This is an optimization exercise on Yosys and OpenROAD, whose aim is small area, not a production implementation. The RTL was checked by simulation tests, not by an equivalence proof against the original design.

==> flow/design.v <==
module CC(
    clk,
    rst_n,
	in_valid,
	mode,
    xi,
    yi,
    out_valid,
	xo,
	yo
    );
input               clk, rst_n, in_valid;
input       [1:0]   mode;
input       [7:0]   xi, yi;  
output reg          out_valid;
output reg  [7:0]   xo, yo;
parameter IDLE  = 3'd0; 
parameter INPUT = 3'd1;
parameter MODE0 = 3'd2;
parameter CAL0 = 3'd3;
parameter MODE1 = 3'd4;
parameter MODE2 = 3'd5;
parameter OUTPUT = 3'd6;
parameter CAL2 = 3'd7;
integer i;
reg [2:0] current_state, next_state;
reg signed [7:0] in_x [0:3] ;
reg signed [7:0] in_y [0:3] ;
reg [1:0] cnt;
reg o_flag;  
reg signed [7:0] xcnt, ycnt;
reg signed [7:0] cur_lb, cur_rb, next_lb, next_rb;
wire signed [7:0] next_lb_c, next_rb_c;  
wire signed [31:0] c1, c2;
wire signed [7:0] t_lb, t_rb;
wire signed [6:0] circle_a, circle_b;  
wire signed [12:0] circle_c;
wire signed [24:0] distance;
wire signed [24:0] radius;
wire signed [6:0] new_ax, new_ay;
wire signed [6:0] new_bx, new_by;
wire signed [6:0] new_cx, new_cy;
wire signed [6:0] new_dx, new_dy;
wire signed [15:0] area0, area1, area2, area3;
wire signed [16:0] tmp_add1, tmp_add2;
wire signed [16:0] total;
wire signed [15:0] total_area;
always @(posedge clk, negedge rst_n) begin
    if(!rst_n)
        current_state <= IDLE;
    else
        current_state <= next_state;
end
always @(*)begin
    case(current_state)
    IDLE: if(in_valid) next_state = INPUT;
            else next_state = IDLE;
    INPUT: if(cnt == 3'd3 && mode == 2'd0) next_state = MODE0;
            else if(cnt == 3'd3 && mode == 2'd1) next_state = MODE1;
            else if(cnt == 3'd3 && mode == 2'd2) next_state = MODE2;
            else next_state = current_state;
    MODE0: next_state = CAL0;
    CAL0: if (o_flag) next_state = IDLE;
            else next_state = current_state;
    MODE1: next_state = OUTPUT;
    OUTPUT: if (!out_valid) next_state = IDLE;
        else next_state = current_state;
    MODE2: next_state = CAL2;
    CAL2: if (!out_valid) next_state = IDLE;
        else next_state = current_state;
    default next_state = current_state;
    endcase
end
always @(posedge clk, negedge rst_n) begin
    if(!rst_n) cnt <= 0;
    else begin
        case(current_state)
        IDLE: if(in_valid) cnt <= cnt + 1;
            else cnt <= cnt;
        INPUT: if(in_valid) cnt <= cnt + 1;
            else cnt <= cnt;
        default: cnt <= 0;
        endcase
    end
end
always @(posedge clk, negedge rst_n) begin
    if(!rst_n)
        for (i=0;i<4;i=i+1)begin
            in_x[i] <= 8'd0;
        end
    else
        case(current_state)
        IDLE: if(in_valid) in_x[cnt] <= xi;
            else in_x[cnt] <= in_x[cnt];
        INPUT: if(in_valid) in_x[cnt] <= xi;
            else in_x[cnt] <= in_x[cnt];
        default: in_x[cnt] <= in_x[cnt];
        endcase
end
always @(posedge clk, negedge rst_n) begin
    if(!rst_n)
        for (i=0;i<4;i=i+1)begin
            in_y[i] <= 8'd0;
        end
    else
        case(current_state)
        IDLE: if(in_valid) in_y[cnt] <= yi;
            else in_y[cnt] <= in_y[cnt];
        INPUT: if(in_valid) in_y[cnt] <= yi;
            else in_y[cnt] <= in_y[cnt];
        default: in_y[cnt] <= in_y[cnt];
        endcase
end
always @(posedge clk, negedge rst_n)begin
    if (!rst_n) begin
        cur_lb<=0;
        cur_rb<=0;
    end
    else begin
        case(current_state)
        IDLE:begin
            cur_lb<=0;
            cur_rb<=0;
        end
        INPUT:
            if(cnt == 3) begin
                cur_lb <= in_x[2];
                cur_rb <= xi;
            end
            else begin
                cur_lb <= cur_lb;
                cur_rb <= cur_rb;
            end
        MODE0:begin 
            cur_lb <= in_x[2];
            cur_rb <= in_x[3];
        end
        CAL0: begin
           if(xcnt == cur_rb)begin
                cur_lb <= next_lb_c;
                cur_rb <= next_rb_c;
           end
           else begin
                cur_lb <= cur_lb;
                cur_rb <= cur_rb;
           end
        end
        default: begin
            cur_lb <= cur_lb;
            cur_rb <= cur_rb;
            end
        endcase
    end
end
wire signed [8:0] delta_y;
assign delta_y = in_y[0]-in_y[2];
assign c1 = delta_y*in_x[2]-(in_x[0]-in_x[2])*in_y[2];
assign c2 = delta_y*in_x[3]+(in_x[3]-in_x[1])*in_y[2];
assign t_lb = ((delta_y*in_x[2]-(in_x[0]-in_x[2])*in_y[2]) + (in_x[0]-in_x[2])*(ycnt+1))/delta_y;
assign t_rb = ((delta_y*in_x[3]+(in_x[3]-in_x[1])*in_y[2]) - (in_x[3]-in_x[1])*(ycnt+1))/delta_y;
always @(posedge clk, negedge rst_n)begin
    if (!rst_n) begin
        next_lb<=0;
        next_rb<=0;
    end
    else begin
        case(current_state)
        IDLE:begin
            next_lb<=0;
            next_rb<=0;
        end
        MODE0: begin
            if ( (in_y[0]-in_y[2])*(t_lb-1)-(in_x[0]-in_x[2])*(ycnt+1) < c1 && (in_y[0]-in_y[2])*(t_lb)-(in_x[0]-in_x[2])*(ycnt+1) > c1  ) begin
                next_lb <= (t_lb-1);
            end
            else begin
                next_lb <= t_lb;
            end
            if ( (in_y[0]-in_y[2])*(t_rb-1)+(in_x[3]-in_x[1])*(ycnt+1) < c2 && (in_y[0]-in_y[2])*(t_rb)+(in_x[3]-in_x[1])*(ycnt+1) > c2 )begin
                next_rb <= t_rb-1;
            end
            else begin
                next_rb <= t_rb;
            end
        end
        CAL0: begin
            if ( (in_y[0]-in_y[2])*(t_lb-1)-(in_x[0]-in_x[2])*(ycnt+1) < c1 && (in_y[0]-in_y[2])*(t_lb)-(in_x[0]-in_x[2])*(ycnt+1) > c1  ) begin
                next_lb <= (t_lb-1);
            end
            else begin
                next_lb <= t_lb;
            end
            if ( (in_y[0]-in_y[2])*(t_rb-1)+(in_x[3]-in_x[1])*(ycnt+1) < c2 && (in_y[0]-in_y[2])*(t_rb)+(in_x[3]-in_x[1])*(ycnt+1) > c2 )begin
                next_rb <= t_rb-1;
            end
            else begin
                next_rb <= t_rb;
            end
        end
        default: begin
            next_lb <= next_lb;
            next_rb <= next_rb;
            end
        endcase
    end
end
assign next_lb_c = ( (in_y[0]-in_y[2])*(t_lb-1)-(in_x[0]-in_x[2])*(ycnt+1) < c1 && (in_y[0]-in_y[2])*(t_lb)-(in_x[0]-in_x[2])*(ycnt+1) > c1 ) ? (t_lb-1) : t_lb;
assign next_rb_c = ( (in_y[0]-in_y[2])*(t_rb-1)+(in_x[3]-in_x[1])*(ycnt+1) < c2 && (in_y[0]-in_y[2])*(t_rb)+(in_x[3]-in_x[1])*(ycnt+1) > c2 ) ? (t_rb-1) : t_rb;
always @(posedge clk, negedge rst_n)begin
    if(!rst_n) xcnt <= 0;
    else begin
        case(current_state)
        IDLE: xcnt<=0;
        INPUT: xcnt <= in_x[2];
        MODE0: xcnt <= xcnt+1;
        CAL0: begin
            if(xcnt < cur_rb) xcnt <= xcnt +1;
            else if (xcnt == cur_rb) xcnt <= next_lb_c;
            else xcnt <= xcnt;
        end
        endcase
    end
end
always @(posedge clk, negedge rst_n)begin
    if(!rst_n) ycnt <= 0;
    else begin
        case(current_state)
        IDLE:ycnt<=0;
        INPUT: ycnt <= in_y[2];
        MODE0: ycnt <= in_y[2];
        CAL0: begin
            if (xcnt == cur_rb) ycnt <= ycnt + 1;
            else ycnt <= ycnt;
        end
        endcase
    end
end
always @(posedge clk , negedge rst_n)begin
    if(!rst_n) o_flag<=1'b0;
    else begin
        case(current_state)
        IDLE: o_flag <=0;
        CAL0: if(xcnt == in_x[1] && ycnt == in_y[1]) o_flag <= 1'b1;
            else o_flag <= o_flag;
        default: o_flag <= o_flag;
        endcase
    end
end
assign new_ax = in_x[0]-in_x[2];
assign new_ay = in_y[0]-in_y[2];
assign new_bx = in_x[1]-in_x[2];
assign new_by = in_y[1]-in_y[2];
assign new_cx = 0;
assign new_cy = 0;
assign new_dx = in_x[3]-in_x[2];
assign new_dy = in_y[3]-in_y[2];
assign circle_a = new_ay-new_by;
assign circle_b = new_bx-new_ax;
assign circle_c = (new_ax-new_bx)*new_by+(new_by-new_ay)*new_bx;
assign distance = circle_c*circle_c;
assign radius = ((new_dx*new_dx)+(new_dy*new_dy))*(circle_a*circle_a+circle_b*circle_b);
assign area0 = in_x[0]*in_y[1] - in_x[1]*in_y[0];
assign area1 = in_x[1]*in_y[2] - in_x[2]*in_y[1];
assign area2 = in_x[2]*in_y[3] - in_x[3]*in_y[2];
assign area3 = in_x[3]*in_y[0] - in_x[0]*in_y[3];
assign tmp_add1 = area0 + area1;
assign tmp_add2 = area2 + area3;
assign total = ((tmp_add1+tmp_add2) > 0)?(tmp_add1+tmp_add2):(tmp_add1+tmp_add2)*(-1);
assign total_area = total/2;
always @(posedge clk , negedge rst_n)begin
    if(!rst_n)begin
        xo<=8'd0;
    end
    else begin
        case(current_state)
        IDLE: xo<=0;
        MODE0: xo <= in_x[2];
        CAL0: begin
            xo <= xcnt;
        end
        MODE2: xo <= total_area[15:8];
        default: xo<=xo;
        endcase
    end
end
always @(posedge clk , negedge rst_n)begin
    if(!rst_n)begin
        yo<=8'd0;
    end
    else begin
       case(current_state)
       IDLE: yo<=0;
        MODE0: yo<=in_y[2];
        CAL0:  yo <= ycnt;
        MODE1: if(distance > radius) yo <= 0;
            else if (distance == radius) yo <= 2;
            else yo <= 1; 
        MODE2: yo <= total_area[7:0];    
        default: yo <= yo;
        endcase
    end
end
always @(posedge clk , negedge rst_n)begin
    if(!rst_n) out_valid<=1'b0;
    else begin
        case(current_state)
        MODE0: out_valid<=1;
        CAL0: begin
                if(xo == in_x[1] && yo == in_y[1]) out_valid <=1'b0;
                else if(o_flag ==1 && ycnt != in_y[1]) out_valid <= 1'b0;
                else out_valid <= 1;
            end
        MODE2: out_valid <= 1'b1;
        MODE1: out_valid<=1'b1;
        OUTPUT: out_valid<=1'b0;
        CAL2: out_valid <= 1'b0;
        default: out_valid <= 0;
        endcase
    end
end
endmodule 
==> flow/run.sh <==
#!/bin/bash
# synth_recipe.tcl (not shown) runs the flow's synth.tcl, then flattens the netlist and writes it again
# the make line also repeats each setting of config.mk as NAME=value (left out here)
make -C /OpenROAD-flow-scripts/flow DESIGN_CONFIG=/design/flow/config.mk WORK_HOME=/design/flow/orfs CLKGATE_MAP_FILE= SYNTH_SCRIPT=/design/flow/synth_recipe.tcl finish
==> flow/config.mk <==
export PLATFORM = sky130hd
export DESIGN_NAME = CC
export DESIGN_NICKNAME = CC
export VERILOG_FILES = /design/flow/design.v
export SDC_FILE = /design/flow/constraint.sdc
export NUM_CORES = 8
export LEC_CHECK = 0
export CAP_MARGIN = 20
export CORE_MARGIN = 2
export CORE_UTILIZATION = 50
export SLEW_MARGIN = 20
==> flow/constraint.sdc <==
create_clock -name core_clock -period 100.0 [get_ports {clk}]
set_input_delay 20.0000 -clock core_clock [delete_from_list [all_inputs] [get_ports {clk}]]
set_output_delay 20.0000 -clock core_clock [all_outputs]
set_load 0.01 [all_outputs]
==> notes.md <==
- Run status: finished clean
- Num CTS Buffers: 9
- H-tree levels: 3
- Worst Skew: ~0.021 ns
- Routed length per instance: 20.2 microns
- Area of the placeable core: 291000 sq um
- Most common flop cell mapped by yosys: sky130_fd_sc_hd__dfrtp_1
- Netlist cell types: 122
- Placed insts: 22600
- Number of antenna violations at the first check in global routing: 11
- Wire length of the first global-routing pass: 727000 microns
- Number of DRC markers in iteration 0: approximately 9400
- Number of remaining DRC errors: 0
- Clock tree from TritonCTS: yes
- Proportion of layout cells with a drive suffix above 1: 0.0462
- End-of-flow core utilization: 0.533
- Post-layout instance count excluding filler cells: approximately 23000
- Most common library cell in the layout ignoring fill and taps: sky130_fd_sc_hd__inv_1
- Number of max-slew violations in the final report: 0
- Shortest clock period the worst path allows after layout: 93.38 ns
- Worst hold path type: flip-flop to flip-flop
- Final cycle utilization of the critical path: 0.934
- Syn Area/Cell: about 7.9 sq um
- Final-layout setup total negative slack: 0 ns
- I/O Buffers: 37
- Achievable clock frequency: 10.7 MHz
- Endpoints failing setup: 0
- Clock Sink Count: 111
- Post-DP HPWL: roughly 380000 microns
- Vias in the first global route: 128000
- Crit start category: flip-flop
- CP peak stage delay: 0.60 ns
- Synth-to-Final Area Change: 6.11%
- Critical path data arrival time: 93.65 ns
- Vertical die dimension: approximately 540 microns
- Tightest Pin Transition: 1.20 ns
- Clk slew on worst S/H paths: roughly 0.09 ns
- Fraction of post-synthesis cell area in the top cell type by area: 0.262
- Overflow left after global routing: 0
- Maximum number of pins on one net before global-route repair: 67
- Die width: 545 microns
- Setup slack after placement: 2.36 ns
- IO Count: 38
- Class of the most critical setup path: flip-flop to flip-flop
- Leading area contributor after synthesis: sky130_fd_sc_hd__fa_1
- Synth Cell Area: 146000 sq um
- Setup slack after layout: between 6 and 7 ns
- Leading post-synthesis cells by cell area: sky130_fd_sc_hd__fa_1, sky130_fd_sc_hd__ha_1, sky130_fd_sc_hd__inv_1
- Starting density of the core: 0.502
- RePlAce Congestion: roughly 0.99
- Number of instances in the synthesized netlist: 18400
- Final Routed Wirelength: 458000 microns
- Ys async rst share: 1.00
- Clock network latency to the later pin of the worst-skew pair: ~0.40 ns
- Most frequent cells in the layout: sky130_fd_sc_hd__inv_1, sky130_fd_sc_hd__ha_1, sky130_fd_sc_hd__fa_1
- Hold-fix buffers at CTS: 0
- Number of nets at the end of the flow: 22900
- Die area: 297000 sq um
- Total vias in the final route: 128000
- Unrepaired setup endpoints after global routing: false
- Number of maximum-capacitance constraint violations: 0
- Maximum number of buffers from clock root to sink: 2
- Slowest library cell on the worst path: sky130_fd_sc_hd__or4_1
- Number of hold-slack violations in the final timing report: 0
- Total routing resource utilization after global routing: 0.310
- Type of destination of the critical path: flip-flop
- Yosys synthesis warning count: 3
- Seq/Total Area, Yosys: 0.0190
- Pre-antenna DRT Iters: 9
- Row Count: 198
- Flop and latch count out of synthesis: 111
- Rel. slew slack: 0.202
- Cell at the root of the clock tree: sky130_fd_sc_hd__clkbuf_16
- Worst path most repeated cell: sky130_fd_sc_hd__ha_1
- Routed Antenna Nets: 0
- Critical Path RT: 100.27 ns
- Number of enable-type register cells in the synthesized netlist: 0
- Average via count per standard cell: around 5.7
- Largest fanout on the critical path: 31
[sequential cells by signal (all words and copies together), names as in the netlist]
name           cells
in_x              32
in_y              32
cur_rb             8
xcnt               8
xo                 8
ycnt               8
yo                 8
current_state      3
cnt                2
o_flag             1
out_valid          1
[Yosys cell counts (all sizes together) (81+ instances only)]
library cell	n
inv	2649
ha	2200
fa	1912
nand2	1727
nor2	1643
a21oi	1032
xnor2	875
o21ai	692
clkbuf	492
a21o	488
and2	474
xor2	437
nor3	361
o21a	329
nand3	253
nand2b	249
nor2b	201
o21bai	169
a31oi	166
or3	149
mux2	134
or2	118
nand4	116
dfrtp	111
a211oi	105
o31ai	101
and3	97
mux2i	81
o211ai	81
[final cells by class]
type,count,area (sq um)
fill,28600,136000
clock buffer,9,225
sequential,111,2780
clock inverter,7,86.3
tap,3900,4880
multi-input combinational,15600,134000
antenna,6,15.0
inverter,2666,10000
timing repair buffer,361,2830
[critical path: cells and delay by family (launching register included)]
kind	cells	cell delay, ns
simple gates	94	18.88
buf+inv	37	7.58
xor+xnor	6	1.63
compound gates	195	45.49
mux	5	1.60
flops	1	0.33
fa+ha+maj	49	17.43
[final timing paths]
path | from | end | slack (ns) | cells past startpoint
worst min-delay path | cur_rb[3]$_DFFE_PN0P_ | cur_rb[3]$_DFFE_PN0P_ | 0.49 | 2
worst max register to register | in_x[2][2]$_DFFE_PN0P_ | xcnt[6]$_DFFE_PN0P_ | 6.62 | 386
worst max-delay path | in_x[2][2]$_DFFE_PN0P_ | xcnt[6]$_DFFE_PN0P_ | 6.62 | 386
min in group asynchronous | rst_n | out_valid$_DFF_PN0_ | 19.69 | 1
worst min register to register | cur_rb[3]$_DFFE_PN0P_ | cur_rb[3]$_DFFE_PN0P_ | 0.49 | 2
max in group asynchronous | rst_n | xcnt[3]$_DFFE_PN0P_ | 78.97 | 2
[kinds of logic after synthesis]
| kind of cell | share of synthesized area |
|---|---|
| muxes | 0.0160 |
| and+or+nand+nor | 0.179 |
| xor gates and xnor gates | 0.0787 |
| other | 0.0000514 |
| DFF | 0.0190 |
| buffers and inverters | 0.0834 |
| AOI/OAI and AO/OA | 0.173 |
| adders and majority gates | 0.451 |
[per-layer routing]
metal / track usage / vias to the layer above / wire (microns)
li1: - / 61700 / -
met2: 0.525 / 3689 / 213000
met1: 0.417 / 62100 / 199000
met3: 0.0340 / 769 / 29300
met4: 0.0876 / 10 / 16000
met5: 0.00503 / - / 183
[stage by stage]
stage | area (sq um) | hold slack (ns)
global route | 155000 | 0.527
CTS | 154000 | 0.494
finish | 155000 | 0.492
floorplan | 148000 | 0.450
global placement | 154000 | 0.465
detailed placement | 154000 | 0.475
[repair_timing]
item | in CTS | in global routing
resized for setup | 0 | 85
endpoints found under the setup margin | 0 | 16
buffers inserted | 0 | 22

[separate check: timing with driven ports]
No port has a modelled driver above. Below, the same layout with a new extraction and two added sets of constraints.
Step 1, drivers: a clkbuf_16 drives clk and a buf_2 each remaining input, both assumed.
Step 2 also shifts input and output timing later by t, the mid clock arrival at the registers, as if the neighbouring blocks saw the same clock.
Three values: no drivers, after step 1, after step 2; two values: the first two.
shift t [ns]: 0.449
setup slack, ns: 6.621 / 6.621 / 6.621
worst setup path after step 2: register to register
After both steps setup and hold are still met in this run. The setup slack of this run moves by 0.000 ns with the drivers and by 0.000 ns with both steps.
